What follows belongs to an exercise in optimizing a design on an open flow for small area, a short achievable clock period and few clock cycles; a production flow would make more cautious choices.
Power figures rest on the tool's default switching activity, not on a simulated workload.

==> inputs of run a <==
==> flow/design.v (excerpt) <==
module JAM (
input CLK,
input RST,
output reg [2:0] W,
output reg [2:0] J,
input [6:0] Cost,
output reg [3:0] MatchCount,
output reg [9:0] MinCost,
output reg Valid );
reg [7:0] cnt;
wire reading = (cnt[7:6] == 2'd0);
always @(posedge CLK or posedge RST)
  if (RST) cnt <= 8'd0;
  else if (cnt != 8'd255) cnt <= cnt + 8'd1;
wire [7:0] cntn = cnt + 8'd1;
reg [2:0] wnext;
always @(*) begin
  case (cntn[5:3])
    3'd0: wnext = 3'd0;
    3'd1: wnext = 3'd4;
    3'd2: wnext = 3'd1;
    3'd3: wnext = 3'd5;
    3'd4: wnext = 3'd2;
    3'd5: wnext = 3'd6;
    3'd6: wnext = 3'd3;
    3'd7: wnext = 3'd7;
    default: wnext = 3'd0;
  endcase
end
always @(posedge CLK or posedge RST)
  if (RST) begin W <= 3'd0; J <= 3'd0; end
  else begin W <= wnext; J <= cntn[2:0]; end
reg [6:0] R0_0, R0_1, R0_2, R0_3, R0_4, R0_5, R0_6, R0_7;
reg [6:0] R1_0, R1_1, R1_2, R1_3, R1_4, R1_5, R1_6, R1_7;
reg [6:0] R2_0, R2_1, R2_2, R2_3, R2_4, R2_5, R2_6, R2_7;
reg [6:0] R3_0, R3_1, R3_2, R3_3, R3_4, R3_5, R3_6, R3_7;
reg [6:0] R4_0, R4_1, R4_2, R4_3, R4_4, R4_5, R4_6, R4_7;
reg [6:0] R5_0, R5_1, R5_2, R5_3, R5_4, R5_5, R5_6, R5_7;
reg [6:0] R6_0, R6_1, R6_2, R6_3, R6_4, R6_5, R6_6, R6_7;
reg [6:0] R7_0, R7_1, R7_2, R7_3, R7_4, R7_5, R7_6, R7_7;
always @(posedge CLK) begin
  R0_0 <= R0_1;
  R0_1 <= R0_2;
  R0_2 <= R0_3;
  R0_3 <= R0_4;
  R0_4 <= R0_5;
  R0_5 <= R0_6;
  R0_6 <= R0_7;
  R0_7 <= (reading && W == 3'd0) ? Cost : R0_0;
  R1_0 <= R1_1;
  R1_1 <= R1_2;
  R1_2 <= R1_3;
  R1_3 <= R1_4;
  R1_4 <= R1_5;
  R1_5 <= R1_6;
  R1_6 <= R1_7;
  R1_7 <= (reading && W == 3'd1) ? Cost : R1_0;
  R2_0 <= R2_1;
  R2_1 <= R2_2;
  R2_2 <= R2_3;
  R2_3 <= R2_4;
  R2_4 <= R2_5;
  R2_5 <= R2_6;
  R2_6 <= R2_7;
  R2_7 <= (reading && W == 3'd2) ? Cost : R2_0;
  R3_0 <= R3_1;
  R3_1 <= R3_2;
  R3_2 <= R3_3;
  R3_3 <= R3_4;
  R3_4 <= R3_5;
  R3_5 <= R3_6;
  R3_6 <= R3_7;
  R3_7 <= (reading && W == 3'd3) ? Cost : R3_0;
  R4_0 <= R4_1;
  R4_1 <= R4_2;
  R4_2 <= R4_3;
  R4_3 <= R4_4;
  R4_4 <= R4_5;
  ...
Settings: LEC_CHECK=0, CAP_MARGIN=20, CORE_MARGIN=2, CORE_UTILIZATION=40, SLEW_MARGIN=20; clock period 5.0 ns.
run.sh (not shown) runs the stock make flow with config.mk's settings and CLKGATE_MAP_FILE= SYNTH_SCRIPT=/design/flow/synth_recipe.tcl, a recipe that flattens the netlist after the stock synthesis.
==> run b: changes against run a <==
- SETUP_SLACK_MARGIN: not set -> 1.5
- TNS_END_PERCENT: not set -> 100
==> comparison table <==
quantity                                                                                        run a            run b
Number of iterations in the first detailed-routing pass                                             8                6
Max Freq                                                                                      228 MHz          258 MHz
Clock insertion delay at the later pin of the skew report                                     0.68 ns          0.70 ns
Power per Cell Area                                                                       659 nW/um^2      710 nW/um^2
Power dissipated in sequential cells                                                         10200 uW         10300 uW
Instance area at placement                                                                55400 sq um      55400 sq um
GPL Wtd Cong                                                                                    0.914            0.934
Clock input transition at the sequential cells of the worst setup and hold paths              0.06 ns          0.07 ns
Met3 Routed Length                                                                            7080 um          6950 um
Launch point of the worst path                                                    B3_123_V[0]$_DFF_P_  X7_1[0]$_DFF_P_
Setup repair after global routing missed its margin                                             false             true
Final worst-path setup slack                                                                 0.607 ns          1.13 ns
Data arrival time of the critical path                                                        4.93 ns          4.42 ns
Share of power burned in the clock network                                                      20.0%            17.5%
Wire length on met2                                                                          67000 um         70800 um
Post-Route Skew                                                                             0.0448 ns        0.0480 ns
Required time reported for the critical path endpoint                                         5.54 ns          5.55 ns
Max VDD drop                                                                                 0.300 mV         0.360 mV
Relative slew slack                                                                             26.5%            28.5%
Run status                                                                             finished clean   finished clean
Violation count after the first detailed-route iteration                                         2674             2371
Vias per cell                                                                                    5.30             5.31
Number of vias after detailed routing                                                           38765            39953
No run of this note included a check of the RTL's function; only the layout flow was run.

## afterwards: timing with drivers on the ports
How much do the figures lean on ideal ports? The routed layouts below were timed once more, with nothing changed but the port constraints. Step 1 (the two cells are an assumption about what drives the block):
set clk [get_ports {CLK}]
set_driving_cell -lib_cell sky130_fd_sc_hd__clkbuf_16 $clk
set_driving_cell -lib_cell sky130_fd_sc_hd__buf_2 [delete_from_list [all_inputs] $clk]
Step 2 adds t to the input delays and takes it off the output delays; t is the mean of the earliest and latest rising clock arrival at the registers after step 1. Input paths then give back, and output paths get back, about the clock's delay inside the block. Three values: no drivers, after step 1, after step 2; two values: the first two.
run	t, ns	setup WS [ns]	hold slack, ns	pins driven straight from the clock port
run a	0.732	0.607 / 0.607 / 0.607	0.289 / 0.289 / 0.289	1
run b	0.752	1.131 / 1.131 / 1.131	0.319 / 0.319 / 0.319	1
After both steps setup and hold are still met in every run listed.
